What follows belongs to an exercise in optimizing a design on an open flow for small area and a short achievable clock period; a production flow would make more cautious choices.
At most, simulation tests tie the RTL to the original design; equivalence was not proved.
Function not checked in run 2: the RTL went through the layout flow alone.
No activity file was given, so power comes from the tool's default toggle rates.

==> flow/design.v <==
localparam [31:0]
  P_ALIGN              = 32'h7B4A_4ABC,
  P_CONT               = 32'h9999_AA7C,
  P_DMAT               = 32'h3636_B57C,
  P_EOF                = 32'hD5D5_B57C,
  P_HOLD               = 32'hD5D5_AA7C,
  P_HOLDA              = 32'h9595_AA7C,
  P_PMNAK              = 32'hF5F5_957C,
  P_PMREQ_P            = 32'h1717_B57C,
  P_PMREQ_S            = 32'h7575_957C,
  P_R_ERR              = 32'h5656_B57C,
  P_R_IP               = 32'h5555_B57C,
  P_R_OK               = 32'h3535_B57C,
  P_R_RDY              = 32'h4A4A_957C,
  P_SOF                = 32'h3737_B57C,
  P_SYNC               = 32'hB5B5_957C,
  P_WTRM               = 32'h5858_B57C,
  P_X_RDY              = 32'h5757_B57C;
localparam [3:0]
  C_R_OK  = 4'h1,
  C_R_ERR = 4'h2,
  C_SYNC  = 4'h3,
  C_GOOD  = 4'h4,
  C_BAD   = 4'h5,
  C_SRCV  = 4'h6;
localparam [3:0]
  K_OTHER   = 4'd0,
  K_X_RDY   = 4'd1,
  K_PMREQ_P = 4'd2,
  K_PMREQ_S = 4'd3,
  K_SYNC    = 4'd4,
  K_R_RDY   = 4'd5,
  K_HOLD    = 4'd6,
  K_R_OK    = 4'd7,
  K_R_ERR   = 4'd8,
  K_SOF     = 4'd9,
  K_HOLDA   = 4'd10,
  K_EOF     = 4'd11,
  K_WTRM    = 4'd12;
module crc_next (
   input  [31:0] crc,
   input  [31:0] data_in,
   output [31:0] new_bit
   );
   wire [31:0] crc_bit = data_in ^ crc;
   assign new_bit[31] = crc_bit[31] ^ crc_bit[30] ^ crc_bit[29] ^
			crc_bit[28] ^ crc_bit[27] ^ crc_bit[25] ^
			crc_bit[24] ^ crc_bit[23] ^ crc_bit[15] ^
			crc_bit[11] ^ crc_bit[9]  ^ crc_bit[8]  ^ crc_bit[5];
   assign new_bit[30] = crc_bit[30] ^ crc_bit[29] ^ crc_bit[28] ^
			crc_bit[27] ^ crc_bit[26] ^ crc_bit[24] ^
			crc_bit[23] ^ crc_bit[22] ^ crc_bit[14] ^
			crc_bit[10] ^ crc_bit[8]  ^ crc_bit[7]  ^ crc_bit[4];
   assign new_bit[29] = crc_bit[31] ^ crc_bit[29] ^ crc_bit[28] ^
			crc_bit[27] ^ crc_bit[26] ^ crc_bit[25] ^
			crc_bit[23] ^ crc_bit[22] ^ crc_bit[21] ^
			crc_bit[13] ^ crc_bit[9]  ^ crc_bit[7]  ^
			crc_bit[6]  ^ crc_bit[3];
   assign new_bit[28] = crc_bit[30] ^ crc_bit[28] ^ crc_bit[27] ^
			crc_bit[26] ^ crc_bit[25] ^ crc_bit[24] ^
			crc_bit[22] ^ crc_bit[21] ^ crc_bit[20] ^
			crc_bit[12] ^ crc_bit[8]  ^ crc_bit[6]  ^
			crc_bit[5]  ^ crc_bit[2];
   assign new_bit[27] = crc_bit[29] ^ crc_bit[27] ^ crc_bit[26] ^
			crc_bit[25] ^ crc_bit[24] ^ crc_bit[23] ^
			crc_bit[21] ^ crc_bit[20] ^ crc_bit[19] ^
			crc_bit[11] ^ crc_bit[7]  ^ crc_bit[5]  ^
			crc_bit[4]  ^ crc_bit[1];
   assign new_bit[26] = crc_bit[31] ^ crc_bit[28] ^ crc_bit[26] ^
			crc_bit[25] ^ crc_bit[24] ^ crc_bit[23] ^
			crc_bit[22] ^ crc_bit[20] ^ crc_bit[19] ^
			crc_bit[18] ^ crc_bit[10] ^ crc_bit[6]  ^
			crc_bit[4]  ^ crc_bit[3]  ^ crc_bit[0];
   assign new_bit[25] = crc_bit[31] ^ crc_bit[29] ^ crc_bit[28] ^
			crc_bit[22] ^ crc_bit[21] ^ crc_bit[19] ^
			crc_bit[18] ^ crc_bit[17] ^ crc_bit[15] ^
			crc_bit[11] ^ crc_bit[8]  ^ crc_bit[3]  ^ crc_bit[2];
   assign new_bit[24] = crc_bit[30] ^ crc_bit[28] ^ crc_bit[27] ^
			crc_bit[21] ^ crc_bit[20] ^ crc_bit[18] ^
			crc_bit[17] ^ crc_bit[16] ^ crc_bit[14] ^
			crc_bit[10] ^ crc_bit[7]  ^ crc_bit[2]  ^ crc_bit[1];
   assign new_bit[23] = crc_bit[31] ^ crc_bit[29] ^ crc_bit[27] ^
			crc_bit[26] ^ crc_bit[20] ^ crc_bit[19] ^
			crc_bit[17] ^ crc_bit[16] ^ crc_bit[15] ^
			crc_bit[13] ^ crc_bit[9]  ^ crc_bit[6]  ^
			crc_bit[1]  ^ crc_bit[0];
   assign new_bit[22] = crc_bit[31] ^ crc_bit[29] ^ crc_bit[27] ^
			crc_bit[26] ^ crc_bit[24] ^ crc_bit[23] ^
			crc_bit[19] ^ crc_bit[18] ^ crc_bit[16] ^
			crc_bit[14] ^ crc_bit[12] ^ crc_bit[11] ^
			crc_bit[9]  ^ crc_bit[0];
   assign new_bit[21] = crc_bit[31] ^ crc_bit[29] ^ crc_bit[27] ^
			crc_bit[26] ^ crc_bit[24] ^ crc_bit[22] ^
			crc_bit[18] ^ crc_bit[17] ^ crc_bit[13] ^
			crc_bit[10] ^ crc_bit[9]  ^ crc_bit[5];
   assign new_bit[20] = crc_bit[30] ^ crc_bit[28] ^ crc_bit[26] ^
			crc_bit[25] ^ crc_bit[23] ^ crc_bit[21] ^
			crc_bit[17] ^ crc_bit[16] ^ crc_bit[12] ^
			crc_bit[9]  ^ crc_bit[8]  ^ crc_bit[4];
   assign new_bit[19] = crc_bit[29] ^ crc_bit[27] ^ crc_bit[25] ^
			crc_bit[24] ^ crc_bit[22] ^ crc_bit[20] ^
			crc_bit[16] ^ crc_bit[15] ^ crc_bit[11] ^
			crc_bit[8]  ^ crc_bit[7]  ^ crc_bit[3];
   assign new_bit[18] = crc_bit[31] ^ crc_bit[28] ^ crc_bit[26] ^
			crc_bit[24] ^ crc_bit[23] ^ crc_bit[21] ^
			crc_bit[19] ^ crc_bit[15] ^ crc_bit[14] ^
			crc_bit[10] ^ crc_bit[7]  ^ crc_bit[6]  ^ crc_bit[2];
   assign new_bit[17] = crc_bit[31] ^ crc_bit[30] ^ crc_bit[27] ^
			crc_bit[25] ^ crc_bit[23] ^ crc_bit[22] ^
			crc_bit[20] ^ crc_bit[18] ^ crc_bit[14] ^
			crc_bit[13] ^ crc_bit[9]  ^ crc_bit[6]  ^
			crc_bit[5]  ^ crc_bit[1];
   assign new_bit[16] = crc_bit[30] ^ crc_bit[29] ^ crc_bit[26] ^
			crc_bit[24] ^ crc_bit[22] ^ crc_bit[21] ^
			crc_bit[19] ^ crc_bit[17] ^ crc_bit[13] ^
			crc_bit[12] ^ crc_bit[8]  ^ crc_bit[5]  ^
			crc_bit[4]  ^ crc_bit[0];
   assign new_bit[15] = crc_bit[30] ^ crc_bit[27] ^ crc_bit[24] ^
			crc_bit[21] ^ crc_bit[20] ^ crc_bit[18] ^
			crc_bit[16] ^ crc_bit[15] ^ crc_bit[12] ^
			crc_bit[9]  ^ crc_bit[8]  ^ crc_bit[7]  ^
			crc_bit[5]  ^ crc_bit[4]  ^ crc_bit[3];
   assign new_bit[14] = crc_bit[29] ^ crc_bit[26] ^ crc_bit[23] ^
			crc_bit[20] ^ crc_bit[19] ^ crc_bit[17] ^
			crc_bit[15] ^ crc_bit[14] ^ crc_bit[11] ^
			crc_bit[8]  ^ crc_bit[7]  ^ crc_bit[6]  ^
			crc_bit[4]  ^ crc_bit[3]  ^ crc_bit[2];
   assign new_bit[13] = crc_bit[31] ^ crc_bit[28] ^ crc_bit[25] ^
			crc_bit[22] ^ crc_bit[19] ^ crc_bit[18] ^
			crc_bit[16] ^ crc_bit[14] ^ crc_bit[13] ^
			crc_bit[10] ^ crc_bit[7]  ^ crc_bit[6]  ^
			crc_bit[5]  ^ crc_bit[3]  ^ crc_bit[2]  ^ crc_bit[1];
   assign new_bit[12] = crc_bit[31] ^ crc_bit[30] ^ crc_bit[27] ^
			crc_bit[24] ^ crc_bit[21] ^ crc_bit[18] ^
			crc_bit[17] ^ crc_bit[15] ^ crc_bit[13] ^
			crc_bit[12] ^ crc_bit[9]  ^ crc_bit[6]  ^
			crc_bit[5]  ^ crc_bit[4]  ^ crc_bit[2]  ^
			crc_bit[1]  ^ crc_bit[0];
   assign new_bit[11] = crc_bit[31] ^ crc_bit[28] ^ crc_bit[27] ^
			crc_bit[26] ^ crc_bit[25] ^ crc_bit[24] ^
			crc_bit[20] ^ crc_bit[17] ^ crc_bit[16] ^
			crc_bit[15] ^ crc_bit[14] ^ crc_bit[12] ^
			crc_bit[9]  ^ crc_bit[4]  ^ crc_bit[3]  ^
			crc_bit[1]  ^ crc_bit[0];
   assign new_bit[10] = crc_bit[31] ^ crc_bit[29] ^ crc_bit[28] ^
			crc_bit[26] ^ crc_bit[19] ^ crc_bit[16] ^
			crc_bit[14] ^ crc_bit[13] ^ crc_bit[9] ^
			crc_bit[5]  ^ crc_bit[3]  ^ crc_bit[2] ^ crc_bit[0];
   assign new_bit[9] = crc_bit[29] ^ crc_bit[24] ^ crc_bit[23] ^
		       crc_bit[18] ^ crc_bit[13] ^ crc_bit[12] ^
		       crc_bit[11] ^ crc_bit[9]  ^ crc_bit[5]  ^
		       crc_bit[4]  ^ crc_bit[2]  ^ crc_bit[1];
   assign new_bit[8] = crc_bit[31] ^ crc_bit[28] ^ crc_bit[23] ^
		       crc_bit[22] ^ crc_bit[17] ^ crc_bit[12] ^
		       crc_bit[11] ^ crc_bit[10] ^ crc_bit[8]  ^
		       crc_bit[4]  ^ crc_bit[3]  ^ crc_bit[1]  ^ crc_bit[0];
   assign new_bit[7] = crc_bit[29] ^ crc_bit[28] ^ crc_bit[25] ^
		       crc_bit[24] ^ crc_bit[23] ^ crc_bit[22] ^
		       crc_bit[21] ^ crc_bit[16] ^ crc_bit[15] ^
		       crc_bit[10] ^ crc_bit[8]  ^ crc_bit[7]  ^
		       crc_bit[5]  ^ crc_bit[3]  ^ crc_bit[2]  ^ crc_bit[0];
   assign new_bit[6] = crc_bit[30] ^ crc_bit[29] ^ crc_bit[25] ^
		       crc_bit[22] ^ crc_bit[21] ^ crc_bit[20] ^
		       crc_bit[14] ^ crc_bit[11] ^ crc_bit[8]  ^
		       crc_bit[7]  ^ crc_bit[6]  ^ crc_bit[5]  ^
		       crc_bit[4]  ^ crc_bit[2]  ^ crc_bit[1];
   assign new_bit[5] = crc_bit[29] ^ crc_bit[28] ^ crc_bit[24] ^
		       crc_bit[21] ^ crc_bit[20] ^ crc_bit[19] ^
		       crc_bit[13] ^ crc_bit[10] ^ crc_bit[7]  ^
		       crc_bit[6]  ^ crc_bit[5]  ^ crc_bit[4]  ^
		       crc_bit[3]  ^ crc_bit[1]  ^ crc_bit[0];
   assign new_bit[4] = crc_bit[31] ^ crc_bit[30] ^ crc_bit[29] ^
		       crc_bit[25] ^ crc_bit[24] ^ crc_bit[20] ^
		       crc_bit[19] ^ crc_bit[18] ^ crc_bit[15] ^
		       crc_bit[12] ^ crc_bit[11] ^ crc_bit[8]  ^
		       crc_bit[6]  ^ crc_bit[4]  ^ crc_bit[3]  ^
		       crc_bit[2]  ^ crc_bit[0];
   assign new_bit[3] = crc_bit[31] ^ crc_bit[27] ^ crc_bit[25] ^
		       crc_bit[19] ^ crc_bit[18] ^ crc_bit[17] ^
		       crc_bit[15] ^ crc_bit[14] ^ crc_bit[10] ^
		       crc_bit[9]  ^ crc_bit[8]  ^ crc_bit[7]  ^
		       crc_bit[3]  ^ crc_bit[2]  ^ crc_bit[1];
   assign new_bit[2] = crc_bit[31] ^ crc_bit[30] ^ crc_bit[26] ^
		       crc_bit[24] ^ crc_bit[18] ^ crc_bit[17] ^
		       crc_bit[16] ^ crc_bit[14] ^ crc_bit[13] ^
		       crc_bit[9]  ^ crc_bit[8]  ^ crc_bit[7]  ^
		       crc_bit[6]  ^ crc_bit[2]  ^ crc_bit[1]  ^ crc_bit[0];
   assign new_bit[1] = crc_bit[28] ^ crc_bit[27] ^ crc_bit[24] ^
		       crc_bit[17] ^ crc_bit[16] ^ crc_bit[13] ^
		       crc_bit[12] ^ crc_bit[11] ^ crc_bit[9]  ^
		       crc_bit[7]  ^ crc_bit[6]  ^ crc_bit[1]  ^ crc_bit[0];
   assign new_bit[0] = crc_bit[31] ^ crc_bit[30] ^ crc_bit[29] ^
		       crc_bit[28] ^ crc_bit[26] ^ crc_bit[25] ^
		       crc_bit[24] ^ crc_bit[16] ^ crc_bit[12] ^
		       crc_bit[10] ^ crc_bit[9]  ^ crc_bit[6]  ^ crc_bit[0];
endmodule
module scrambler_next (
   input  [15:0] now,
   output [31:0] next
   );
   assign        next[31] = now[12] ^ now[10] ^ now[7] ^ now[3] ^ now[1] ^ now[0];
   assign        next[30] = now[15] ^ now[14] ^ now[12] ^ now[11] ^ now[9] ^ now[6]    ^  now[3]  ^ now[2]  ^ now[0];
   assign        next[29] = now[15] ^ now[13] ^ now[12] ^ now[11] ^ now[10] ^ now[8]   ^  now[5]  ^ now[3]  ^ now[2]  ^ now[1];
   assign        next[28] = now[14] ^ now[12] ^ now[11] ^ now[10] ^ now[9] ^ now[7]    ^  now[4]  ^ now[2]  ^ now[1]  ^ now[0];
   assign        next[27] = now[15] ^ now[14] ^ now[13] ^ now[12] ^ now[11] ^ now[10]  ^  now[9]  ^ now[8]  ^ now[6]  ^ now[1] ^ now[0];
   assign        next[26] = now[15] ^ now[13] ^ now[11] ^ now[10] ^ now[9] ^ now[8]    ^  now[7]  ^ now[5]  ^ now[3]  ^ now[0];
   assign        next[25] = now[15] ^ now[10] ^ now[9] ^ now[8] ^ now[7] ^ now[6]      ^  now[4]  ^ now[3]  ^ now[2];
   assign        next[24] = now[14] ^ now[9] ^ now[8] ^ now[7] ^ now[6] ^ now[5]       ^  now[3]  ^ now[2]  ^ now[1];
   assign        next[23] = now[13] ^ now[8] ^ now[7] ^ now[6] ^ now[5] ^ now[4]       ^  now[2]  ^ now[1]  ^ now[0];
   assign        next[22] = now[15] ^ now[14] ^ now[7] ^ now[6] ^ now[5] ^ now[4]      ^  now[1]  ^ now[0];
   assign        next[21] = now[15] ^ now[13] ^ now[12] ^ now[6] ^ now[5] ^ now[4]     ^  now[0];
   assign        next[20] = now[15] ^ now[11] ^ now[5] ^ now[4];
   assign        next[19] = now[14] ^ now[10] ^ now[4] ^ now[3];
   assign        next[18] = now[13] ^ now[9] ^ now[3] ^ now[2];
   assign        next[17] = now[12] ^ now[8] ^ now[2] ^ now[1];
   assign        next[16] = now[11] ^ now[7] ^ now[1] ^ now[0];
   assign        next[15] = now[15] ^ now[14] ^ now[12] ^ now[10] ^ now[6] ^ now[3]    ^ now[0];
   assign        next[14] = now[15] ^ now[13] ^ now[12] ^ now[11] ^ now[9] ^ now[5]    ^ now[3]   ^ now[2];
   assign        next[13] = now[14] ^ now[12] ^ now[11] ^ now[10] ^ now[8] ^ now[4]    ^ now[2]   ^ now[1];
   assign        next[12] = now[13] ^ now[11] ^ now[10] ^ now[9] ^ now[7] ^ now[3]     ^ now[1]   ^ now[0];
   assign        next[11] = now[15] ^ now[14] ^ now[10] ^ now[9] ^ now[8] ^ now[6]     ^ now[3]   ^ now[2]  ^ now[0];
   assign        next[10] = now[15] ^ now[13] ^ now[12] ^ now[9] ^ now[8] ^ now[7]     ^ now[5]   ^ now[3]  ^ now[2]  ^ now[1];
   assign        next[9] = now[14] ^ now[12] ^ now[11] ^ now[8] ^ now[7] ^ now[6]      ^ now[4]   ^ now[2]  ^ now[1]  ^ now[0];
   assign        next[8] = now[15] ^ now[14] ^ now[13] ^ now[12] ^ now[11] ^ now[10]   ^ now[7]   ^ now[6]  ^ now[5]  ^ now[1] ^ now[0];
   assign        next[7] = now[15] ^ now[13] ^ now[11] ^ now[10] ^ now[9] ^ now[6]     ^ now[5]   ^ now[4]  ^ now[3]  ^ now[0];
   assign        next[6] = now[15] ^ now[10] ^ now[9] ^ now[8] ^ now[5] ^ now[4]       ^ now[2];
   assign        next[5] = now[14] ^ now[9] ^ now[8] ^ now[7] ^ now[4] ^ now[3]        ^ now[1];
   assign        next[4] = now[13] ^ now[8] ^ now[7] ^ now[6] ^ now[3] ^ now[2]        ^ now[0];
   assign        next[3] = now[15] ^ now[14] ^ now[7] ^ now[6] ^ now[5] ^ now[3]       ^ now[2]   ^ now[1];
   assign        next[2] = now[14] ^ now[13] ^ now[6] ^ now[5] ^ now[4] ^ now[2]       ^ now[1]   ^ now[0];
   assign        next[1] = now[15] ^ now[14] ^ now[13] ^ now[5] ^ now[4] ^ now[1]      ^ now[0];
   assign        next[0] = now[15] ^ now[13] ^ now[4] ^ now[0];
endmodule
module sata_link(
   trn_rsof_n, trn_reof_n, trn_rd, trn_rsrc_rdy_n,
   trn_tdst_rdy_n, trn_tdst_dsc_n, trn_csof_n, trn_ceof_n, trn_cd,
   trn_csrc_rdy_n, trn_csrc_dsc_n, txdata, txdatak,
   phyclk, host_rst, trn_rdst_rdy_n, trn_rdst_dsc_n, trn_tsof_n,
   trn_teof_n, trn_td, trn_tsrc_rdy_n, trn_tsrc_dsc_n, trn_cdst_rdy_n,
   trn_cdst_dsc_n, txdatak_pop, rxdata, rxdatak, linkup
   );
localparam [31:0]
  P_ALIGN              = 32'h7B4A_4ABC,
  P_CONT               = 32'h9999_AA7C,
  P_DMAT               = 32'h3636_B57C,
  P_EOF                = 32'hD5D5_B57C,
  P_HOLD               = 32'hD5D5_AA7C,
  P_HOLDA              = 32'h9595_AA7C,
  P_PMNAK              = 32'hF5F5_957C,
  P_PMREQ_P            = 32'h1717_B57C,
  P_PMREQ_S            = 32'h7575_957C,
  P_R_ERR              = 32'h5656_B57C,
  P_R_IP               = 32'h5555_B57C,
  P_R_OK               = 32'h3535_B57C,
  P_R_RDY              = 32'h4A4A_957C,
  P_SOF                = 32'h3737_B57C,
  P_SYNC               = 32'hB5B5_957C,
  P_WTRM               = 32'h5858_B57C,
  P_X_RDY              = 32'h5757_B57C;
localparam [3:0]
  C_R_OK  = 4'h1,
  C_R_ERR = 4'h2,
  C_SYNC  = 4'h3,
  C_GOOD  = 4'h4,
  C_BAD   = 4'h5,
  C_SRCV  = 4'h6;
localparam [3:0]
  K_OTHER   = 4'd0,
  K_X_RDY   = 4'd1,
  K_PMREQ_P = 4'd2,
  K_PMREQ_S = 4'd3,
  K_SYNC    = 4'd4,
  K_R_RDY   = 4'd5,
  K_HOLD    = 4'd6,
  K_R_OK    = 4'd7,
  K_R_ERR   = 4'd8,
  K_SOF     = 4'd9,
  K_HOLDA   = 4'd10,
  K_EOF     = 4'd11,
  K_WTRM    = 4'd12;
   input         phyclk;
   input         host_rst;
   output        trn_rsof_n;
   output        trn_reof_n;
   output [31:0] trn_rd;
   output        trn_rsrc_rdy_n;
   input         trn_rdst_rdy_n;
   input         trn_rdst_dsc_n;
   input         trn_tsof_n;
   input         trn_teof_n;
   input [31:0]  trn_td;
   input         trn_tsrc_rdy_n;
   output        trn_tdst_rdy_n;
   input         trn_tsrc_dsc_n;
   output        trn_tdst_dsc_n;
   output        trn_csof_n;
   output        trn_ceof_n;
   output [31:0] trn_cd;
   output        trn_csrc_rdy_n;
   input         trn_cdst_rdy_n;
   output        trn_csrc_dsc_n;
   input         trn_cdst_dsc_n;
   output [31:0] txdata;
   output        txdatak;
   input         txdatak_pop;
   input [31:0]  rxdata;
   input         rxdatak;
   input         linkup;
   localparam [4:0]
     S_IDLE               = 5'h00,
     S_H_SENDCHKRDY       = 5'h01,
     S_L_SENDSOF          = 5'h02,
     S_L_SENDDATA         = 5'h03,
     S_L_RCVRHOLD         = 5'h04,
     S_L_SENDHOLD         = 5'h05,
     S_L_SENDCRC          = 5'h06,
     S_L_SENDEOF          = 5'h07,
     S_L_WAIT             = 5'h08,
     S_L_SYNCESCAPE       = 5'h09,
     S_L_RCVWAITFIFO      = 5'h0a,
     S_L_RCVCHKRDY        = 5'h0b,
     S_L_RCVDATA          = 5'h0c,
     S_L_HOLD             = 5'h0d,
     S_L_RCVHOLD          = 5'h0e,
     S_L_RCVEOF           = 5'h0f,
     S_L_GOODCRC          = 5'h10,
     S_L_GOODEND          = 5'h11,
     S_L_BADEND           = 5'h12,
     S_PM_DENY            = 5'h13,
     S_L_SEND_RCV         = 5'h18,
     S_L_SEND_SYNC        = 5'h19,
     S_L_SEND_RERR        = 5'h1a,
     S_L_SEND_ROK         = 5'h1b,
     S_L_RCV_SYNC         = 5'h1c,
     S_L_RCV_GOOD         = 5'h1d,
     S_L_RCV_BAD          = 5'h1e,
     S_L_RCV_ABORT        = 5'h1f;
   reg        cs_kvalid;
   reg        cs_kchar;
   reg [31:0] cs_char;
   reg [3:0]  cs_code;
   reg        cs_cont_mask;
   reg [3:0]  rx_code;
   always @(*)
     case (rxdata)
       P_X_RDY:   rx_code = K_X_RDY;
       P_PMREQ_P: rx_code = K_PMREQ_P;
       P_PMREQ_S: rx_code = K_PMREQ_S;
       P_SYNC:    rx_code = K_SYNC;
       P_R_RDY:   rx_code = K_R_RDY;
       P_HOLD:    rx_code = K_HOLD;
       P_R_OK:    rx_code = K_R_OK;
       P_R_ERR:   rx_code = K_R_ERR;
       P_SOF:     rx_code = K_SOF;
       P_HOLDA:   rx_code = K_HOLDA;
       P_EOF:     rx_code = K_EOF;
       P_WTRM:    rx_code = K_WTRM;
       default:   rx_code = K_OTHER;
     endcase
   always @(posedge phyclk)
     begin
        if (host_rst)
          begin
             cs_cont_mask <= 1'b0;
             cs_kchar     <= 1'b0;
             cs_kvalid    <= 1'b0;
          end
        else if (rxdatak && rxdata == P_CONT)
          begin
             cs_cont_mask <= 1'b1;
             cs_kvalid    <= 1'b1;
          end
        else if (rxdatak && rxdata == P_ALIGN)
          begin
             cs_kvalid    <= 1'b0;
          end
        else if (rxdatak || ~cs_cont_mask)
          begin
             cs_cont_mask <= 1'b0;
             cs_kvalid    <= 1'b1;
             cs_kchar     <= rxdatak;
             cs_char      <= rxdata;
             cs_code      <= rx_code;
          end
     end
   wire k       = cs_kchar;
   wire k_xrdy  = k && cs_code == K_X_RDY;
   wire k_pmreq = k && (cs_code == K_PMREQ_P || cs_code == K_PMREQ_S);
   wire k_sync  = k && cs_code == K_SYNC;
   wire k_rrdy  = k && cs_code == K_R_RDY;
   wire k_hold  = k && cs_code == K_HOLD;
   wire k_rok   = k && cs_code == K_R_OK;
   wire k_rerr  = k && cs_code == K_R_ERR;
   wire k_sof   = k && cs_code == K_SOF;
   wire k_holda = k && cs_code == K_HOLDA;
   wire k_eof   = k && cs_code == K_EOF;
   wire k_wtrm  = k && cs_code == K_WTRM;
   reg [33:0] tmem [0:15];      
   reg [3:0]  tcnt;
   reg        t_empty;          
   reg        t_low;            
   reg        t_full;           
   reg        rd_sof, rd_eof;   
   reg [4:0] state, next_state;
   wire rdy_low = t_low;
   wire trn_rd_rdy1 = rdy_low && rd_eof;
   wire trn_rd_rdy2 = ~rdy_low && ~rd_eof;
   wire trn_rd_rdy  = trn_rd_rdy1 || trn_rd_rdy2;
   always @(*)
     begin
        next_state = state;
        case (state)
          S_IDLE:
            if (rd_sof && ~t_empty)                    next_state = S_H_SENDCHKRDY;
            else if (k_xrdy)                           next_state = S_L_RCVWAITFIFO;
            else if (k_pmreq)                          next_state = S_PM_DENY;
          S_L_SYNCESCAPE:
            if (k_sync || k_xrdy)                      next_state = S_IDLE;
          S_PM_DENY:
            if (k)                                     next_state = S_IDLE;
          S_H_SENDCHKRDY:
            if (k_rrdy && ~t_empty && rd_sof)          next_state = S_L_SENDSOF;
            else if (k_xrdy)                           next_state = S_L_SEND_RCV;
          S_L_SEND_RCV:
            if (~trn_cdst_rdy_n)                       next_state = S_L_RCVWAITFIFO;
          S_L_SENDSOF:
            if (k_sync)                                next_state = S_L_SEND_SYNC;
            else if (~t_empty && rd_sof && txdatak_pop) next_state = S_L_SENDDATA;
          S_L_SENDDATA:
            if (trn_rd_rdy2 && k_hold)                 next_state = S_L_RCVRHOLD;
            else if (rdy_low && ~rd_eof && k && ~k_sync) next_state = S_L_SENDHOLD;
            else if (~t_empty && rd_eof && k && ~k_sync) next_state = S_L_SENDCRC;
            else if (k_sync)                           next_state = S_L_SEND_SYNC;
            else if (~trn_tsrc_dsc_n)                  next_state = S_L_SYNCESCAPE;
          S_L_RCVRHOLD:
            if (trn_rd_rdy && k && ~k_hold && ~k_sync) next_state = S_L_SENDDATA;
            else if (~t_empty && k_hold)               next_state = S_L_RCVRHOLD;
            else if (~t_empty && k_sync)               next_state = S_L_SEND_SYNC;
            else if (~trn_tsrc_dsc_n)                  next_state = S_L_SYNCESCAPE;
            else if (k_sync)                           next_state = S_L_SEND_SYNC;
          S_L_SEND_SYNC:
            if (~trn_cdst_rdy_n)                       next_state = S_IDLE;
          S_L_SENDHOLD:
            if (trn_rd_rdy && k && ~k_hold && ~k_sync && txdatak_pop) next_state = S_L_SENDDATA;
            else if (~t_empty && k_hold)               next_state = S_L_RCVRHOLD;
            else if (k_sync)                           next_state = S_L_SEND_SYNC;
            else if (~trn_tsrc_dsc_n)                  next_state = S_L_SYNCESCAPE;
          S_L_SENDCRC:
            if (k && ~k_sync && txdatak_pop)           next_state = S_L_SENDEOF;
            else if (k_sync)                           next_state = S_L_SEND_SYNC;
          S_L_SENDEOF:
            if (k && ~k_sync && txdatak_pop)           next_state = S_L_WAIT;
            else if (k_sync)                           next_state = S_L_SEND_SYNC;
          S_L_WAIT:
            if (k_rok)                                 next_state = S_L_SEND_ROK;
            else if (k_rerr)                           next_state = S_L_SEND_RERR;
            else if (k_sync)                           next_state = S_L_SEND_SYNC;
          S_L_SEND_RERR:
            if (~trn_cdst_rdy_n)                       next_state = S_IDLE;
          S_L_SEND_ROK:
            if (~trn_cdst_rdy_n)                       next_state = S_IDLE;
          S_L_RCVWAITFIFO:
            if (k_xrdy && ~trn_rdst_rdy_n)             next_state = S_L_RCVCHKRDY;
            else if (k && ~k_xrdy)                     next_state = S_IDLE;
          S_L_RCVCHKRDY:
            if (k_xrdy)                                next_state = S_L_RCVCHKRDY;
            else if (k_sof)                            next_state = S_L_RCVDATA;
            else if (k)                                next_state = S_IDLE;
          S_L_RCVDATA:
            if (k_holda)                               next_state = S_L_RCVDATA;
            else if (k_eof)                            next_state = S_L_RCVEOF;
            else if (trn_rdst_rdy_n)                   next_state = S_L_HOLD;
            else if (k_hold)                           next_state = S_L_RCVHOLD;
            else if (k_wtrm)                           next_state = S_L_BADEND;
            else if (k_sync)                           next_state = S_L_RCV_SYNC;
            else if (~trn_rdst_dsc_n)                  next_state = S_L_RCV_ABORT;
          S_L_HOLD:
            if (~trn_rdst_rdy_n && k_hold)             next_state = S_L_RCVHOLD;
            else if (k_eof)                            next_state = S_L_RCVEOF;
            else if (k_sync)                           next_state = S_L_RCV_SYNC;
            else if (~trn_rdst_dsc_n)                  next_state = S_L_RCV_ABORT;
            else if (~trn_rdst_rdy_n)                  next_state = S_L_RCVDATA;
          S_L_RCVHOLD:
            if (k_hold)                                next_state = S_L_RCVHOLD;
            else if (k_eof)                            next_state = S_L_RCVEOF;
            else if (k_sync)                           next_state = S_L_RCV_SYNC;
            else if (~trn_rdst_dsc_n)                  next_state = S_IDLE;
            else                                       next_state = S_L_RCVDATA;
          S_L_RCVEOF:
            if (cs2link_crc_rdy && cs2link_crc_ok)     next_state = S_L_GOODCRC;
            else if (cs2link_crc_rdy)                  next_state = S_L_BADEND;
          S_L_GOODCRC:
            if (k_sync)                                next_state = S_L_RCV_SYNC;
            else                                       next_state = S_L_RCV_GOOD;
          S_L_RCV_GOOD:
            if (k_sync)                                next_state = S_L_RCV_SYNC;
            else if (~trn_cdst_rdy_n && trn_cdst_dsc_n)  next_state = S_L_GOODEND;
            else if (~trn_cdst_rdy_n && ~trn_cdst_dsc_n) next_state = S_L_RCV_ABORT;
          S_L_GOODEND:
            if (k_sync)                                next_state = S_IDLE;
          S_L_BADEND:
            if (k_sync)                                next_state = S_L_RCV_BAD;
          S_L_RCV_ABORT:
            if (trn_cdst_dsc_n)                        next_state = S_IDLE;
          S_L_RCV_SYNC:
            if (~trn_cdst_rdy_n)                       next_state = S_IDLE;
          S_L_RCV_BAD:
            if (~trn_cdst_rdy_n)                       next_state = S_IDLE;
          default: ;
        endcase
     end
   always @(posedge phyclk)
     if (host_rst || ~linkup)
       state <= S_IDLE;
     else
       state <= next_state;
   reg        c_n;              
   reg [2:0]  cd;
   reg        trn_tfifo_rst;
   reg        tdst_dsc_n;
   always @(posedge phyclk)
     begin
        c_n           <= 1'b0;
        trn_tfifo_rst <= 1'b1;
        case (state)
          S_L_SEND_RCV:  cd <= C_SRCV;
          S_L_SEND_SYNC: cd <= C_SYNC;
          S_L_SEND_ROK:  cd <= C_R_OK;
          S_L_SEND_RERR: cd <= C_R_ERR;
          S_L_RCV_SYNC:  cd <= C_SYNC;
          S_L_RCV_GOOD:  cd <= C_GOOD;
          S_L_RCV_BAD:   cd <= C_BAD;
          default:
            begin
               c_n           <= 1'b1;
               cd            <= 3'h0;
               trn_tfifo_rst <= ~linkup;
            end
        endcase
        tdst_dsc_n <= ~(state == S_L_RCVWAITFIFO || state == S_L_RCVCHKRDY ||
                        state == S_L_RCVDATA     || state == S_L_HOLD      ||
                        state == S_L_RCVHOLD     || state == S_L_RCVEOF    ||
                        state == S_L_GOODCRC     || state == S_L_GOODEND   ||
                        state == S_L_BADEND      || state == S_L_RCV_ABORT ||
                        state == S_L_RCV_SYNC    || state == S_L_RCV_GOOD  ||
                        state == S_L_RCV_BAD);
     end
   assign trn_csrc_rdy_n = c_n;
   assign trn_csof_n     = c_n;
   assign trn_ceof_n     = c_n;
   assign trn_csrc_dsc_n = 1'b1;
   assign trn_cd         = {29'h0, cd};
   assign trn_tdst_dsc_n = tdst_dsc_n;
   reg        ns_k;
   reg [31:0] ns_char;
   always @(*)
     begin
        ns_k    = 1'b1;
        ns_char = P_SYNC;
        case (next_state)
          S_PM_DENY:       ns_char = P_PMNAK;
          S_H_SENDCHKRDY:  ns_char = P_X_RDY;
          S_L_SENDSOF:     ns_char = P_SOF;
          S_L_SENDDATA,
          S_L_SENDCRC:     begin ns_char = 32'h0; ns_k = 1'b0; end
          S_L_SENDEOF:     ns_char = P_EOF;
          S_L_RCVRHOLD:    ns_char = P_HOLDA;
          S_L_SENDHOLD:    ns_char = P_HOLD;
          S_L_WAIT:        ns_char = P_WTRM;
          S_L_RCVCHKRDY:   ns_char = P_R_RDY;
          S_L_RCVDATA:     ns_char = P_R_IP;
          S_L_HOLD:        ns_char = P_HOLD;
          S_L_RCVHOLD:     ns_char = P_HOLDA;
          S_L_RCVEOF:      ns_char = P_R_IP;
          S_L_GOODCRC:     ns_char = P_R_IP;
          S_L_GOODEND:     ns_char = P_R_OK;
          S_L_RCV_GOOD:    ns_char = P_R_IP;
          S_L_BADEND:      ns_char = P_R_ERR;
          default:         ns_char = P_SYNC;
        endcase
     end
   wire ns_sof = next_state == S_L_SENDSOF;
   wire ns_eof = next_state == S_L_SENDEOF;
   reg  lk;                      
   reg  lk_sof, lk_eof;          
   reg  tx_sync;
   always @(posedge phyclk)
     begin
        lk      <= ns_k;
        lk_sof  <= ns_sof;
        lk_eof  <= ns_eof;
        tx_sync <= next_state == S_L_SEND_SYNC && state != S_L_SEND_SYNC;
     end
   wire cs_sof   = state == S_L_RCVCHKRDY && k_sof;
   wire rcv_st   = state == S_L_RCVDATA || state == S_L_HOLD || state == S_L_RCVHOLD;
   wire cs_eof   = rcv_st && k_eof;
   wire cs_datav = rcv_st && ~k;
   reg  [15:0] rscr;
   wire [31:0] rscr_out;
   scrambler_next rx_scr (.now(rscr), .next(rscr_out));
   always @(posedge phyclk)
     if (cs_sof)
       rscr <= 16'hF0F6;
     else if (cs_datav && cs_kvalid)
       rscr <= rscr_out[31:16];
   reg [31:0] r_wr_di;
   reg        r_wr_sof, r_wr_eof, r_wr_en;
   always @(posedge phyclk)
     begin
        if (cs_sof)
          begin
             r_wr_en  <= 1'b1;
             r_wr_sof <= 1'b1;
             r_wr_eof <= 1'b0;
             r_wr_di  <= 32'h0;
          end
        else if (cs_datav && cs_kvalid)
          begin
             r_wr_en  <= 1'b1;
             r_wr_sof <= 1'b0;
             r_wr_eof <= 1'b0;
             r_wr_di  <= rscr_out ^ cs_char;
          end
        else if (cs_eof)
          begin
             r_wr_en  <= 1'b1;
             r_wr_sof <= 1'b0;
             r_wr_eof <= 1'b1;
          end
        else
          r_wr_en <= 1'b0;
     end
   reg [33:0] rmem [0:15];      
   reg [3:0]  rcnt;
   wire r_empty = rcnt == 4'hf;
   wire r_afull = rcnt == 4'hc || rcnt == 4'hd;
   wire r_full  = rcnt == 4'he;
   wire r_rd_en = r_afull | (r_wr_eof && ~r_empty);
   wire [33:0] r_dout = rmem[rcnt];
   always @(posedge phyclk)
     if (r_wr_en)
       begin : rshift
          integer i;
          for (i = 15; i > 0; i = i - 1)
            rmem[i] <= rmem[i-1];
          rmem[0] <= {r_wr_sof, r_wr_eof, r_wr_di};
       end
   always @(posedge phyclk)
     if (host_rst)
       rcnt <= 4'hf;
     else if (r_wr_en && ~r_rd_en && ~r_full)
       rcnt <= rcnt + 1'b1;
     else if (~r_wr_en && r_rd_en && ~r_empty)
       rcnt <= rcnt - 1'b1;
   reg        rd_sof1, rd_sof2, rd_sof3;
   reg [31:0] rd_do1, rd_do2;
   reg        rd_rdy1, rd_rdy2, rd_rdy3;
   reg [31:0] trn_rd_q;
   reg        rsrc_rdy_n, rsof_n, reof_n;
   reg        eof_sent;
   wire       r_rd_eof = r_dout[32];
   wire       rdy_case = rd_rdy3 && ~eof_sent;
   always @(posedge phyclk)
     begin
        rd_sof1 <= r_dout[33];
        rd_do1  <= r_dout[31:0];
        rd_rdy1 <= r_rd_en;
        rd_sof2 <= rd_sof1;
        rd_do2  <= rd_do1;
        rd_rdy2 <= rd_rdy1;
        rd_sof3 <= rd_sof2;
        rd_rdy3 <= rd_rdy2;
        if (cs_sof)
          eof_sent <= 1'b0;
        else if (rdy_case && r_rd_eof)
          eof_sent <= 1'b1;
        trn_rd_q   <= rd_do2;
        rsrc_rdy_n <= ~rdy_case;
        rsof_n     <= ~(rdy_case && rd_sof3);
        reof_n     <= ~(rdy_case && r_rd_eof);
     end
   assign trn_rd         = trn_rd_q;
   assign trn_rsrc_rdy_n = rsrc_rdy_n;
   assign trn_rsof_n     = rsof_n;
   assign trn_reof_n     = reof_n;
   reg  [31:0] rcrc;
   wire [31:0] rcrc_next;
   crc_next rx_crc (.crc(rcrc), .data_in(r_wr_di), .new_bit(rcrc_next));
   always @(posedge phyclk)
     if (cs_sof)
       rcrc <= 32'h52325032;
     else if (r_wr_en && ~r_wr_sof && ~r_wr_eof)
       rcrc <= rcrc_next;
   reg cs2link_crc_ok, cs2link_crc_rdy;
   always @(posedge phyclk)
     if (cs_eof)
       begin
          cs2link_crc_ok  <= rcrc == r_wr_di;
          cs2link_crc_rdy <= 1'b1;
       end
     else if (cs_sof)
       begin
          cs2link_crc_ok  <= 1'b0;
          cs2link_crc_rdy <= 1'b0;
       end
   reg  afull_q;                        
   assign trn_tdst_rdy_n = trn_tsrc_rdy_n | afull_q;
   wire trn_xfer = ~trn_tsrc_rdy_n & ~afull_q;
   reg         txcs_rst;
   wire        tx_rst = txcs_rst || tx_sync;
   reg  [15:0] tscr;
   wire [31:0] tscr_out;
   scrambler_next tx_scr (.now(tscr), .next(tscr_out));
   always @(posedge phyclk)
     if (tx_rst)
       tscr <= 16'hF0F6;
     else if (trn_xfer)
       tscr <= tscr_out[31:16];
   reg  [31:0] tcrc;
   wire [31:0] tcrc_next;
   crc_next tx_crc (.crc(tcrc), .data_in(trn_td), .new_bit(tcrc_next));
   always @(posedge phyclk)
     if (tx_rst)
       tcrc <= 32'h52325032;
     else if (trn_xfer)
       tcrc <= tcrc_next;
   reg eof_reg, eof_reg_d;
   always @(posedge phyclk)
     begin
        eof_reg   <= trn_xfer && ~trn_teof_n;
        eof_reg_d <= eof_reg;
     end
   reg [31:0] wr_di;
   reg        wr_sof, wr_eof, wr_en;
   reg [31:0] wr_di_n;
   reg        wr_sof_n, wr_eof_n, wr_en_n, txcs_rst_n;
   always @(*)
     begin
        wr_di_n    = wr_di;
        wr_sof_n   = wr_sof;
        wr_eof_n   = wr_eof;
        wr_en_n    = 1'b0;
        txcs_rst_n = 1'b0;
        if (host_rst)
          txcs_rst_n = 1'b1;
        else if (trn_xfer)
          begin
             wr_en_n  = 1'b1;
             wr_di_n  = tscr_out ^ trn_td;
             wr_sof_n = ~trn_tsof_n;
             wr_eof_n = ~trn_teof_n;
          end
        else if (eof_reg_d)
          begin
             wr_en_n    = 1'b1;
             wr_di_n    = tscr_out ^ tcrc;
             txcs_rst_n = 1'b1;
          end
     end
   always @(posedge phyclk)
     begin
        wr_di    <= wr_di_n;
        wr_sof   <= wr_sof_n;
        wr_eof   <= wr_eof_n;
        wr_en    <= wr_en_n;
        txcs_rst <= txcs_rst_n;
     end
   reg [7:0] align_cnt;
   reg       as_q;               
   reg       c12_q;              
   reg       lk_d1, lk_d2;
   reg       prim_insert;
   reg       char_d_eof;         
   reg       trn_eof_reg;
   wire di      = c12_q & ~lk_d2;             
   wire rd_en   = (~lk & ~as_q & ~prim_insert) | di;
   wire align_rst = host_rst | ~linkup;
   wire [7:0] align_cnt_n = align_rst ? 8'd1 : align_cnt + 8'd1;
   wire as_n  = align_cnt_n == 8'd0 || align_cnt_n == 8'hff;
   wire c12_n = align_cnt_n == 8'd1 || align_cnt_n == 8'd2;
   wire di_n  = c12_n & ~lk_d1;
   reg pi_n, cde_n;
   always @(*)
     begin
        pi_n  = prim_insert;
        cde_n = char_d_eof;
        if ((as_q | di) && (lk_sof | lk_eof))
          begin
             cde_n = lk_eof;
             pi_n  = 1'b1;
          end
        else if (~as_q && di && prim_insert)
          pi_n = 1'b1;
        else if (~as_q | host_rst)
          pi_n = 1'b0;
     end
   wire eofr_n = (rd_eof && rd_en) ? 1'b1 : rd_sof ? 1'b0 : trn_eof_reg;
   wire t_rst = host_rst | trn_tfifo_rst;
   wire t_inc = wr_en & ~rd_en & ~t_full;
   wire t_dec = ~wr_en & rd_en & ~t_empty;
   wire [3:0] tcnt_a = t_inc ? tcnt + 4'd1 : t_dec ? tcnt - 4'd1 : tcnt;
   wire [3:0] tcnt_n = t_rst ? 4'hf : tcnt_a;
   wire [3:0] hidx_a = wr_en ? tcnt_a - 4'd1 : tcnt_a;
   wire       hwr_a  = wr_en && tcnt_a == 4'd0;
   wire [33:0] head_a = hwr_a ? {wr_eof, wr_sof, wr_di} : tmem[hidx_a];
   wire [33:0] head_r = wr_en ? tmem[14] : tmem[15];
   wire [33:0] head_n = t_rst ? head_r : head_a;
   always @(posedge phyclk)
     if (wr_en)
       begin : tshift
          integer i;
          for (i = 15; i > 0; i = i - 1)
            tmem[i] <= tmem[i-1];
          tmem[0] <= {wr_eof, wr_sof, wr_di};
       end
   always @(posedge phyclk)
     begin
        tcnt    <= tcnt_n;
        t_empty <= tcnt_n == 4'hf;
        t_low   <= tcnt_n == 4'hf || tcnt_n == 4'h0 || tcnt_n == 4'h1;
        t_full  <= tcnt_n == 4'he;
        afull_q <= tcnt_n == 4'hc || tcnt_n == 4'hd || tcnt_n == 4'he;
        rd_sof  <= head_n[32];
        rd_eof  <= head_n[33];
     end
   wire [31:0] dat_n = eofr_n ? wr_di_n : head_n[31:0];
   reg  [31:0] txdata_n;
   reg         txdatak_n;
   always @(*)
     begin
        txdatak_n = (ns_k | as_n | pi_n) && ~di_n;
        if (as_n)
          txdata_n = P_ALIGN;
        else if (pi_n && ~di_n)
          txdata_n = cde_n ? P_EOF : P_SOF;
        else if (di_n || ~ns_k)
          txdata_n = dat_n;
        else
          txdata_n = ns_char;
     end
   reg [31:0] txdata_q;
   reg        txdatak_q;
   always @(posedge phyclk)
     begin
        align_cnt   <= align_cnt_n;
        as_q        <= as_n;
        c12_q       <= c12_n;
        lk_d1       <= lk;
        lk_d2       <= lk_d1;
        prim_insert <= pi_n;
        char_d_eof  <= cde_n;
        trn_eof_reg <= eofr_n;
        txdata_q    <= txdata_n;
        txdatak_q   <= txdatak_n;
     end
   assign txdata  = txdata_q;
   assign txdatak = txdatak_q;
endmodule
==> flow/run.sh <==
#!/bin/bash
# synth_recipe.tcl (not shown) runs the flow's synth.tcl, then flattens the netlist and writes it again
# the make line also repeats each setting of config.mk as NAME=value (left out here)
make -C /OpenROAD-flow-scripts/flow DESIGN_CONFIG=/design/flow/config.mk WORK_HOME=/design/flow/orfs CLKGATE_MAP_FILE= SYNTH_SCRIPT=/design/flow/synth_recipe.tcl finish
==> flow/config.mk <==
export PLATFORM = sky130hd
export DESIGN_NAME = sata_link
export DESIGN_NICKNAME = sata_link
export VERILOG_FILES = /design/flow/design.v
export SDC_FILE = /design/flow/constraint.sdc
export NUM_CORES = 4
export LEC_CHECK = 0
export CAP_MARGIN = 20
export CORE_MARGIN = 2
export CORE_UTILIZATION = 45
export PLACE_DENSITY = 0.6
export SLEW_MARGIN = 20
==> flow/constraint.sdc <==
create_clock -name core_clock -period 6.5 [get_ports {phyclk}]
set_input_delay 1.3000 -clock core_clock [delete_from_list [all_inputs] [get_ports {phyclk}]]
set_output_delay 1.3000 -clock core_clock [all_outputs]
set_load 0.01 [all_outputs]
==> out/qor.log, run 1 <==
qor: status.run_status finished clean
qor: min_path.worst_hold_path_type flop to flop
qor: logic_synthesis.synth-seq-area-share 0.636
qor: logic_synthesis.async_reset_ff_frac 0
qor: logic_synthesis.synth_enable_flop_cells 1,093
qor: global_routing.grt_start_max_net_pins 201
qor: sta.finalHoldWorstSlack 315 ps
qor: worst_setup_path.rr_endpoint txdata_q[30]$_SDFF_PP1_
qor: logic_synthesis.synth.yosys.warnings 3
qor: worst_setup_path.timing.critical_path.arrival 5880 ps
qor: sta.clock_period_minus_final_worst_setup_slack 5220 ps
qor: worst_setup_path.worstSetupEndpointType flop
qor: die.std_cell_rows 138
qor: clocking.clock_insertion_delay_worst_skew 820 ps
qor: cells_and_area.syn2layout_area_growth 14.6%
qor: clocking.clkSlewWorstSetupHoldPaths 60 ps
qor: logic_synthesis.synth-xor-area-share 0.115
qor: logic_synthesis.avgSynthCellArea 12.9 µm²
qor: global_routing.first_global_vias 40,990
qor: die.die_w 381 µm
qor: sta.rsz_0062_raised_after_global_routing no
qor: cells_and_area.finalNonFillerCells 7,135
qor: routing.drt_pre_antenna_iters 6
qor: routing.detail_route.drc_violations 0
qor: min_path.worst_hold_path.endpoint trn_rd_q[11]$_DFF_P_
qor: worst_setup_path.rrSetupSlack 1280 ps
qor: sta.setup_viol_count_final 0
qor: sta.slew_viol_final 0
qor: logic_synthesis.ys_ff_latch 1,481
qor: sta.max_clock_freq 192 MHz
qor: logic_synthesis.mappedNetlistArea 63,800 µm²
qor: place.portBuffers 152
qor: routing.detail_route.iter0.violations 5,442
qor: clocking.ctsResizeCount 0
qor: clocking.postCtsSetupBuffers 0
qor: sta.tns 0 ps
qor: cells_and_area.mostFrequentLayoutCell edfxtp_1
qor: sta.setup_slack_after_layout 1280 ps
qor: die.pin_count 183
qor: place.post_dp_cell_area 67,800 µm²
qor: cells_and_area.drive_above_1_share 0.101
qor: place.numPlacedInstances 6,839
qor: clocking.holdBufCountCts 0
qor: worst_setup_path.critical_path_class flop to flop
qor: global_routing.globalRoute.totalOverflow 0
qor: place.dp_worst_setup_slack 1300 ps
qor: worst_setup_path.timing.critical_path.cells or3_1, a211oi_2, a311o_1, inv_2, ha_4, inv_2, a221o_2, nand2_2, nor4_1, buf_4, a221o_1, a2111oi_0, o21a_1, o21ai_1
qor: clocking.h-tree-depth 4
qor: logic_synthesis.synth_compound_gate_area_share 0.121
qor: routing.viasPerCell 6.00
qor: sta.final_min_period_over_clock_period 0.802
qor: worst_setup_path.critPathMaxFanout 21
qor: cells_and_area.final_cell_mix edfxtp_1, xnor2_1, dfxtp_1, nand2_1, nor2_1
qor: global_routing.grt_pass1_wl 280,000 µm
qor: place.place.gp.congestion 0.935
qor: sta.relative_slew_slack 0.224
qor: die.floorplan.die_area 145,000 µm²
qor: logic_synthesis.postSynthCellCount 4,963
qor: routing.routed_wl 192,000 µm
qor: clocking.clockBufferDepth 3
qor: logic_synthesis.dominant_combinational_cell_family_by_area_after_synthesis compound AO/OA/AOI/OAI gates
qor: die.floorplan.core_area 141,000 µm²
qor: logic_synthesis.yosys.area_share.simple 0.0826
qor: power_and_ir_drop.power_density 399 nW/µm²
qor: worst_setup_path.timing.reg2reg.worst_path_depth 14
qor: cells_and_area.final_nets 5,205
qor: global_routing.antenna_found_initial 9
qor: place.detailed_place_hpwl 127,000 µm
qor: clocking.clock-sinks 1,481
qor: cells_and_area.final_util 0.518
qor: worst_setup_path.cp.required 7160 ps
qor: worst_setup_path.worstSetupStartpointType flop
qor: global_routing.gr-usage-all-layers 0.259
qor: sta.hold_viol 0
qor: job.cap_viol_max_count 0
qor: min_path.hp_start rd_do2[11]$_DFF_P_
qor: logic_synthesis.synth_cell_types 105
qor: worst_setup_path.critical-path-slowest-cell a2111oi_0
qor: clocking.number_of_buffers_created_by_cts 158
qor: power_and_ir_drop.power.static_leakage 24.4 nW
qor: min_path.timing.hold.worst_path_depth 0
qor: routing.vias 42,804
qor: logic_synthesis.synth_mux_area_frac 0.0155
qor: power_and_ir_drop.max-vdd-ir-drop 0.589 mV
qor: sta.clock-skew-final 52.2 ps
qor: die.dieHeight 381 µm
qor: routing.average_wire_length_per_cell_after_detail_routing 26.8 µm
qor: worst_setup_path.worst_path_largest_cell_delay 820 ps
qor: cells_and_area.post-route-cell-area 73,100 µm²
qor: clocking.cts_tree yes
qor: logic_synthesis.ys.flop_type edfxtp_1
qor: power_and_ir_drop.post-layout-total-power 29.2 mW
qor: die.initial_core_util 0.452
qor: logic_synthesis.adder_cell_fraction_of_synth_area 0.00372
qor: sta.worstMarginPinSlew 1160 ps
qor: clocking.cts_root_buffer clkbuf_16
qor: routing.drt.antenna.violating_nets 0
qor: cells_and_area.top_regs rmem: 544 flops, tmem: 544 flops
qor: worst_setup_path.cpMostUsedCell inv_2
qor: worst_setup_path.r2r-start as_q$_DFF_P_
==> cell type report <==
type                            count  area [µm²]
Timing Repair Buffer              289        2650
Antenna cell                        1        2.50
Tap cell                         1890        2360
Fill cell                       12209       68100
Clock inverter                     71         876
Multi-Input combinational cell   3130       22000
Clock buffer                      224        4450
Sequential cell                  1481       40600
Inverter                           49         184
==> cells in the mapped netlist (all sizes together), types with 12 or more instances <==
cell type | n | share of area
a2111oi | 14 | 0.0019
a211oi | 81 | 0.0098
a21oi | 151 | 0.012
a221oi | 64 | 0.0089
a222oi | 43 | 0.0067
a22o | 58 | 0.0080
a22oi | 199 | 0.023
a31oi | 30 | 0.0030
a32oi | 14 | 0.0019
a41oi | 24 | 0.0033
and2 | 22 | 0.0022
and3 | 48 | 0.0047
buf | 94 | 0.0087
clkbuf | 237 | 0.014
dfxtp | 388 | 0.12
edfxtp | 1093 | 0.51
ha | 19 | 0.0037
inv | 45 | 0.0026
mux2 | 43 | 0.0076
mux2i | 46 | 0.0072
nand2 | 367 | 0.022
nand2b | 22 | 0.0023
nand3 | 134 | 0.011
nand4 | 41 | 0.0040
nor2 | 264 | 0.016
nor2b | 18 | 0.0018
nor3 | 70 | 0.0058
nor4 | 29 | 0.0033
o2111ai | 12 | 0.0016
o211ai | 48 | 0.0056
o21ai | 142 | 0.011
o221ai | 30 | 0.0041
o22ai | 22 | 0.0022
o31ai | 16 | 0.0019
or3 | 16 | 0.0016
xnor2 | 677 | 0.093
xor2 | 149 | 0.020
==> critical path: cells and delay by family, from the launching register on <==
family | cells | cell delay, ps
buffers and inverters | 3 | 410
adder cells (fa/ha/maj) | 1 | 290
AND/OR/NAND/NOR | 3 | 1150
flip-flops | 1 | 350
AO/OA/AOI/OAI | 7 | 2840
==> metal layers <==
layer	vias up	wire, µm	GRT usage	part of all wire
met5	-	21	0	0.00011
li1	18899	-	-	-
met3	314	20500	0.0685	0.11
met2	2278	82200	0.376	0.43
met4	4	5490	0.0761	0.029
met1	21309	83300	0.378	0.44
==> worst max path at each step <==
stage                           from                 endpoint  cells after the start
global placement      trn_cdst_dsc_n  txdata_q[21]$_SDFF_PP0_                     13
finish                  as_q$_DFF_P_  txdata_q[30]$_SDFF_PP1_                     14
global route            as_q$_DFF_P_  txdata_q[30]$_SDFF_PP1_                     14
floorplan           wr_en$_SDFF_PP0_  txdata_q[21]$_SDFF_PP0_                     15
detailed placement    trn_cdst_dsc_n  txdata_q[21]$_SDFF_PP0_                     13
CTS                     as_q$_DFF_P_  txdata_q[30]$_SDFF_PP1_                     14
==> kinds of logic after synthesis <==
group           Yosys count
buf+inv                 380
flops                  1481
other cells               2
fa+ha+maj                19
xor+xnor                832
simple gates           1100
mux                      91
compound gates         1058
==> report_power, final <==
part | switching (mW) | total [mW] | internal, mW
logic | 4.95 | 8.70 | 3.75
clock network | 3.91 | 9.15 | 5.24
registers | 0.607 | 11.4 | 10.7
total | 9.46 | 29.2 | 19.7
==> run 2, diff against run 1 <==
--- a/flow/design.v
+++ b/flow/design.v
@@ -338,25 +338,9 @@
    reg        cs_kvalid;
    reg        cs_kchar;
    reg [31:0] cs_char;
-   reg [3:0]  cs_code;
    reg        cs_cont_mask;
-   reg [3:0]  rx_code;
-   always @(*)
-     case (rxdata)
-       P_X_RDY:   rx_code = K_X_RDY;
-       P_PMREQ_P: rx_code = K_PMREQ_P;
-       P_PMREQ_S: rx_code = K_PMREQ_S;
-       P_SYNC:    rx_code = K_SYNC;
-       P_R_RDY:   rx_code = K_R_RDY;
-       P_HOLD:    rx_code = K_HOLD;
-       P_R_OK:    rx_code = K_R_OK;
-       P_R_ERR:   rx_code = K_R_ERR;
-       P_SOF:     rx_code = K_SOF;
-       P_HOLDA:   rx_code = K_HOLDA;
-       P_EOF:     rx_code = K_EOF;
-       P_WTRM:    rx_code = K_WTRM;
-       default:   rx_code = K_OTHER;
-     endcase
+   reg k_xrdy, k_pmreq, k_sync, k_rrdy, k_hold, k_rok, k_rerr, k_sof,
+       k_holda, k_eof, k_wtrm;
    always @(posedge phyclk)
      begin
         if (host_rst)
@@ -364,6 +348,9 @@
              cs_cont_mask <= 1'b0;
              cs_kchar     <= 1'b0;
              cs_kvalid    <= 1'b0;
+             k_xrdy  <= 1'b0; k_pmreq <= 1'b0; k_sync  <= 1'b0; k_rrdy  <= 1'b0;
+             k_hold  <= 1'b0; k_rok   <= 1'b0; k_rerr  <= 1'b0; k_sof   <= 1'b0;
+             k_holda <= 1'b0; k_eof   <= 1'b0; k_wtrm  <= 1'b0;
           end
         else if (rxdatak && rxdata == P_CONT)
           begin
@@ -380,21 +367,20 @@
              cs_kvalid    <= 1'b1;
              cs_kchar     <= rxdatak;
              cs_char      <= rxdata;
-             cs_code      <= rx_code;
+             k_xrdy  <= rxdatak && rxdata == P_X_RDY;
+             k_pmreq <= rxdatak && (rxdata == P_PMREQ_P || rxdata == P_PMREQ_S);
+             k_sync  <= rxdatak && rxdata == P_SYNC;
+             k_rrdy  <= rxdatak && rxdata == P_R_RDY;
+             k_hold  <= rxdatak && rxdata == P_HOLD;
+             k_rok   <= rxdatak && rxdata == P_R_OK;
+             k_rerr  <= rxdatak && rxdata == P_R_ERR;
+             k_sof   <= rxdatak && rxdata == P_SOF;
+             k_holda <= rxdatak && rxdata == P_HOLDA;
+             k_eof   <= rxdatak && rxdata == P_EOF;
+             k_wtrm  <= rxdatak && rxdata == P_WTRM;
           end
      end
-   wire k       = cs_kchar;
-   wire k_xrdy  = k && cs_code == K_X_RDY;
-   wire k_pmreq = k && (cs_code == K_PMREQ_P || cs_code == K_PMREQ_S);
-   wire k_sync  = k && cs_code == K_SYNC;
-   wire k_rrdy  = k && cs_code == K_R_RDY;
-   wire k_hold  = k && cs_code == K_HOLD;
-   wire k_rok   = k && cs_code == K_R_OK;
-   wire k_rerr  = k && cs_code == K_R_ERR;
-   wire k_sof   = k && cs_code == K_SOF;
-   wire k_holda = k && cs_code == K_HOLDA;
-   wire k_eof   = k && cs_code == K_EOF;
-   wire k_wtrm  = k && cs_code == K_WTRM;
+   wire k = cs_kchar;
    reg [33:0] tmem [0:15];      
    reg [3:0]  tcnt;
    reg        t_empty;          
@@ -772,8 +758,8 @@
    reg       prim_insert;
    reg       char_d_eof;         
    reg       trn_eof_reg;
+   reg       rd_en;              
    wire di      = c12_q & ~lk_d2;             
-   wire rd_en   = (~lk & ~as_q & ~prim_insert) | di;
    wire align_rst = host_rst | ~linkup;
    wire [7:0] align_cnt_n = align_rst ? 8'd1 : align_cnt + 8'd1;
    wire as_n  = align_cnt_n == 8'd0 || align_cnt_n == 8'hff;
@@ -800,11 +786,14 @@
    wire t_dec = ~wr_en & rd_en & ~t_empty;
    wire [3:0] tcnt_a = t_inc ? tcnt + 4'd1 : t_dec ? tcnt - 4'd1 : tcnt;
    wire [3:0] tcnt_n = t_rst ? 4'hf : tcnt_a;
-   wire [3:0] hidx_a = wr_en ? tcnt_a - 4'd1 : tcnt_a;
-   wire       hwr_a  = wr_en && tcnt_a == 4'd0;
-   wire [33:0] head_a = hwr_a ? {wr_eof, wr_sof, wr_di} : tmem[hidx_a];
+   reg  [3:0]  tcnt_m1;         
+   wire hdec = wr_en ? (rd_en | t_full) : (rd_en & ~t_empty);
+   wire hwr  = wr_en & (rd_en ? tcnt == 4'h0 : t_empty);
+   wire [3:0]  hidx = hdec ? tcnt_m1 : tcnt;
+   wire [33:0] head_a = hwr ? {wr_eof, wr_sof, wr_di} : tmem[hidx];
    wire [33:0] head_r = wr_en ? tmem[14] : tmem[15];
    wire [33:0] head_n = t_rst ? head_r : head_a;
+   wire rd_en_n = (~ns_k & ~as_n & ~pi_n) | di_n;
    always @(posedge phyclk)
      if (wr_en)
        begin : tshift
@@ -816,6 +805,8 @@
    always @(posedge phyclk)
      begin
         tcnt    <= tcnt_n;
+        rd_en   <= rd_en_n;
+        tcnt_m1 <= tcnt_n - 4'd1;
         t_empty <= tcnt_n == 4'hf;
         t_low   <= tcnt_n == 4'hf || tcnt_n == 4'h0 || tcnt_n == 4'h1;
         t_full  <= tcnt_n == 4'he;
--- a/flow/config.mk
+++ b/flow/config.mk
@@ -8,5 +8,9 @@
 export CAP_MARGIN = 20
 export CORE_MARGIN = 2
 export CORE_UTILIZATION = 45
+export CTS_CLUSTER_DIAMETER = 100
+export CTS_CLUSTER_SIZE = 25
 export PLACE_DENSITY = 0.6
+export SETUP_SLACK_MARGIN = 3.2
 export SLEW_MARGIN = 20
+export TNS_END_PERCENT = 10
==> out/qor.log, run 2 <==
qor: worst_setup_path.critPathMaxFanout 5
qor: logic_synthesis.avgSynthCellArea 13.2 µm²
qor: routing.vias 40,968
qor: job.cap_viol_max_count 0
qor: min_path.timing.hold.worst_path_depth 0
qor: clocking.clkSlewWorstSetupHoldPaths 100 ps
qor: worst_setup_path.rrSetupSlack 3070 ps
qor: routing.drt.antenna.violating_nets 0
qor: routing.viasPerCell 5.97
qor: logic_synthesis.postSynthCellCount 4,765
qor: logic_synthesis.ys_top_cells_by_count edfxtp_1, xnor2_1, dfxtp_1, a22oi_1, nand2_1
qor: logic_synthesis.synth_most_common_cell edfxtp_1
qor: min_path.hp_start rd_do2[24]$_DFF_P_
qor: place.detailed_place_hpwl 125,000 µm
qor: cells_and_area.final_cell_mix edfxtp_1, xnor2_1, dfxtp_1, a22oi_1, nand2_1
qor: global_routing.globalRoute.totalOverflow 0
qor: global_routing.grt_pass1_wl 273,000 µm
qor: logic_synthesis.post-synth-top-area-fraction 0.519
qor: logic_synthesis.synth.yosys.warnings 3
qor: global_routing.gr-usage-all-layers 0.260
qor: sta.worstMarginPinSlew 1110 ps
qor: cells_and_area.finalNonFillerCells 6,859
qor: status.run_status finished clean
qor: routing.average_wire_length_per_cell_after_detail_routing 27.6 µm
qor: cells_and_area.top_regs rmem: 544 flops, tmem: 544 flops
qor: clocking.clock_insertion_delay_worst_skew 720 ps
qor: sta.clock_period_minus_final_worst_setup_slack 3500 ps
qor: place.dp_worst_setup_slack 892 ps
qor: worst_setup_path.r2r-start state[0]$_SDFF_PP0_
qor: clocking.cts_tree yes
qor: place.numPlacedInstances 6,629
qor: power_and_ir_drop.power.static_leakage 23.3 nW
qor: clocking.h-tree-depth 3
qor: logic_synthesis.ys_ff_latch 1,493
qor: logic_synthesis.synth-seq-area-share 0.647
qor: sta.setup_slack_after_layout 3000 ps
qor: clocking.cts_root_buffer clkbuf_16
qor: worst_setup_path.worstSetupStartpointType input pin
qor: die.floorplan.die_area 143,000 µm²
qor: die.dieHeight 378 µm
qor: sta.tns 0 ps
qor: power_and_ir_drop.max-vdd-ir-drop 0.569 mV
qor: place.post_dp_cell_area 66,900 µm²
qor: cells_and_area.drive_above_1_share 0.114
qor: die.pin_count 183
qor: sta.clock-skew-final 31.2 ps
qor: cells_and_area.post-route-cell-area 70,900 µm²
qor: sta.hold_viol 0
qor: logic_synthesis.ys.flop_type edfxtp_1
qor: clocking.clockBufferDepth 3
qor: worst_setup_path.timing.reg2reg.worst_path_depth 14
qor: global_routing.first_global_vias 38,998
qor: die.initial_core_util 0.453
qor: cells_and_area.mostFrequentLayoutCell edfxtp_1
qor: cells_and_area.n_antenna_cell 0
qor: worst_setup_path.timing.critical_path.arrival 4060 ps
qor: routing.routed_wl 189,000 µm
qor: logic_synthesis.synth_cell_types 103
qor: sta.max_clock_freq 286 MHz
qor: clocking.number_of_buffers_created_by_cts 73
qor: global_routing.antenna_found_initial 9
qor: logic_synthesis.synthDominantAreaCellType edfxtp_1
qor: routing.detail_route.drc_violations 0
qor: global_routing.grt_start_max_net_pins 158
qor: place.place.gp.congestion 0.907
qor: min_path.worst_hold_path_type flop to flop
qor: place.portBuffers 152
qor: sta.setup_viol_count_final 0
qor: clocking.clock-sinks 1,493
qor: cells_and_area.final_nets 5,026
qor: worst_setup_path.worstSetupEndpointType flop
qor: sta.slew_viol_final 0
qor: routing.detail_route.iter0.violations 5,483
qor: die.floorplan.core_area 139,000 µm²
qor: min_path.worst_hold_path.endpoint trn_rd_q[24]$_DFF_P_
qor: die.die_w 378 µm
qor: die.std_cell_rows 137
qor: worst_setup_path.critical_path_class input pin to flop
qor: logic_synthesis.top_cells_by_area_in_the_synthesized_netlist edfxtp_1, dfxtp_1, xnor2_1, a22oi_1, xor2_1
qor: routing.drt_pre_antenna_iters 6
qor: logic_synthesis.mappedNetlistArea 63,000 µm²
qor: sta.rsz_0062_raised_after_global_routing yes
qor: logic_synthesis.synth_enable_flop_cells 1,089
qor: sta.relative_slew_slack 0.256
qor: cells_and_area.syn2layout_area_growth 12.5%
qor: worst_setup_path.cp.required 7060 ps
qor: power_and_ir_drop.power_density 363 nW/µm²
qor: sta.final_min_period_over_clock_period 0.539
qor: logic_synthesis.async_reset_ff_frac 0
qor: worst_setup_path.rr_endpoint txdata_q[29]$_SDFF_PP1_
-- run 2: cell types whose count changed in the layout (fill, tap and decap cells not counted), sizes merged, moves of 24 or more --
cell / before / now
buf: 138 / 211
o21ai: 142 / 102
a22oi: 199 / 276
xor2: 149 / 178
nand2: 367 / 265
clkinv: 54 / 7
mux2i: 46 / 22
and3: 48 / 19
clkbuf: 224 / 117
-- run 2: cells by family (layout without fill, tap and decap cells) --
logic type | count (synthesis) | count (layout) | synth area share
adders and majority gates | 24 | 24 | 0.00473
other | 2 | 30 | 0.000119
xor gates and xnor gates | 850 | 850 | 0.118
buffers and inverters | 352 | 540 | 0.0250
DFF | 1493 | 1493 | 0.647
AOI/OAI and AO/OA | 1031 | 1031 | 0.119
muxes | 62 | 62 | 0.0106
and+or+nand+nor | 951 | 953 | 0.0742
-- run 2: through the flow --
stage / utilization / hold slack, ps / power (mW)
2_1_floorplan: - / 310 / 17.8
3_3_place_gp: 0.481 / 310 / 20.2
3_5_place_dp: 0.481 / 312 / 20.2
4_1_cts: 0.506 / 328 / 25.7
5_1_grt: 0.509 / 334 / 26.7
6_report: 0.509 / 321 / 25.7
-- run 2: per-layer routing --
| metal | vias to the layer above | global-route usage | share of wire | wire length [µm] |
|---|---|---|---|---|
| met1 | 20595 | 0.391 | 0.44 | 83600 |
| met2 | 2021 | 0.382 | 0.44 | 82500 |
| met4 | 2 | 0.0690 | 0.024 | 4480 |
| met3 | 223 | 0.0494 | 0.099 | 18800 |
| met5 | - | 0 | 0.000069 | 13 |
| li1 | 18127 | - | - | - |
-- run 2: worst max path at each step --
stage / from / endpoint / slack [ps] / cells past startpoint
after floorplan: wr_en$_SDFF_PP0_ / txdata_q[19]$_SDFF_PP1_ / -50 / 12
after global placement: txdatak_pop / txdata_q[4]$_SDFF_PP1_ / 950 / 15
after detailed placement: txdatak_pop / txdata_q[29]$_SDFF_PP1_ / 890 / 14
after CTS: rxdata[19] / k_rerr$_SDFFE_PP0P_ / 3030 / 11
after global routing: state[0]$_SDFF_PP0_ / txdata_q[29]$_SDFF_PP1_ / 2900 / 14
final: trn_td[13] / tcrc[21]$_SDFFE_PP1P_ / 3000 / 7
-- run 2: area by class of cell --
type / instances / area [µm²]
fill: 12062 / 68300
sequential: 1493 / 40800
multi-input combinational: 2950 / 21800
timing repair buffer: 363 / 3450
tap: 1876 / 2350
clock buffer: 116 / 2010
clock inverter: 16 / 253
inverter: 45 / 191
-- run 2: power by group --
group          switching (mW)  internal (mW)
logic                    5.12           3.75
clock network            3.15           2.24
registers               0.649           10.8
-- run 2: critical path, cell delays in order --
cell	delay, ps
clkdlybuf4s50_1	540
xnor2_1	890
xnor2_1	320
xnor2_1	400
xnor2_1	140
xnor2_1	340
o211ai_1	130
-- run 2: repair_timing --
| action | 4_1_cts | 5_1_grt |
|---|---|---|
| gates cloned | 4 | 0 |
| hold buffers | 0 | 0 |
| resized for setup | 167 | 59 |
| buffers inserted | 68 | 26 |
| pin swaps | 39 | 29 |
| endpoints found under the setup margin | 120 | 117 |

## static timing again, ports no longer ideal
The flow's constraints put no driver on any port. The routed layouts listed below were extracted and timed again, unchanged, in two steps. Step 1 (the two cells are an assumption about what drives the block):
set clk [get_ports {phyclk}]
set_driving_cell -lib_cell sky130_fd_sc_hd__clkbuf_16 $clk
set_driving_cell -lib_cell sky130_fd_sc_hd__buf_2 [delete_from_list [all_inputs] $clk]
Step 2 moves the port delays by t, midway between the first and last clock arrival at a register: inputs arrive t later, outputs are due t later. That takes back most of the time a late clock gives input paths. a / b / c = no drivers / after step 1 / after step 2; a / b = the first two.
run | t, ns | slack for setup (ns) | hold slack, ns
run 1 | 0.871 | 1.285 / 1.285 / 1.174 | 0.315 / 0.315 / 0.315
run 2 | 0.792 | 2.999 / 3.058 / 2.266 | 0.321 / 0.321 / 0.321
After both steps setup and hold are still met in every run listed. For run 2, which loses most, drivers alone change the setup slack by +0.059 ns; drivers and shift together by -0.733 ns.
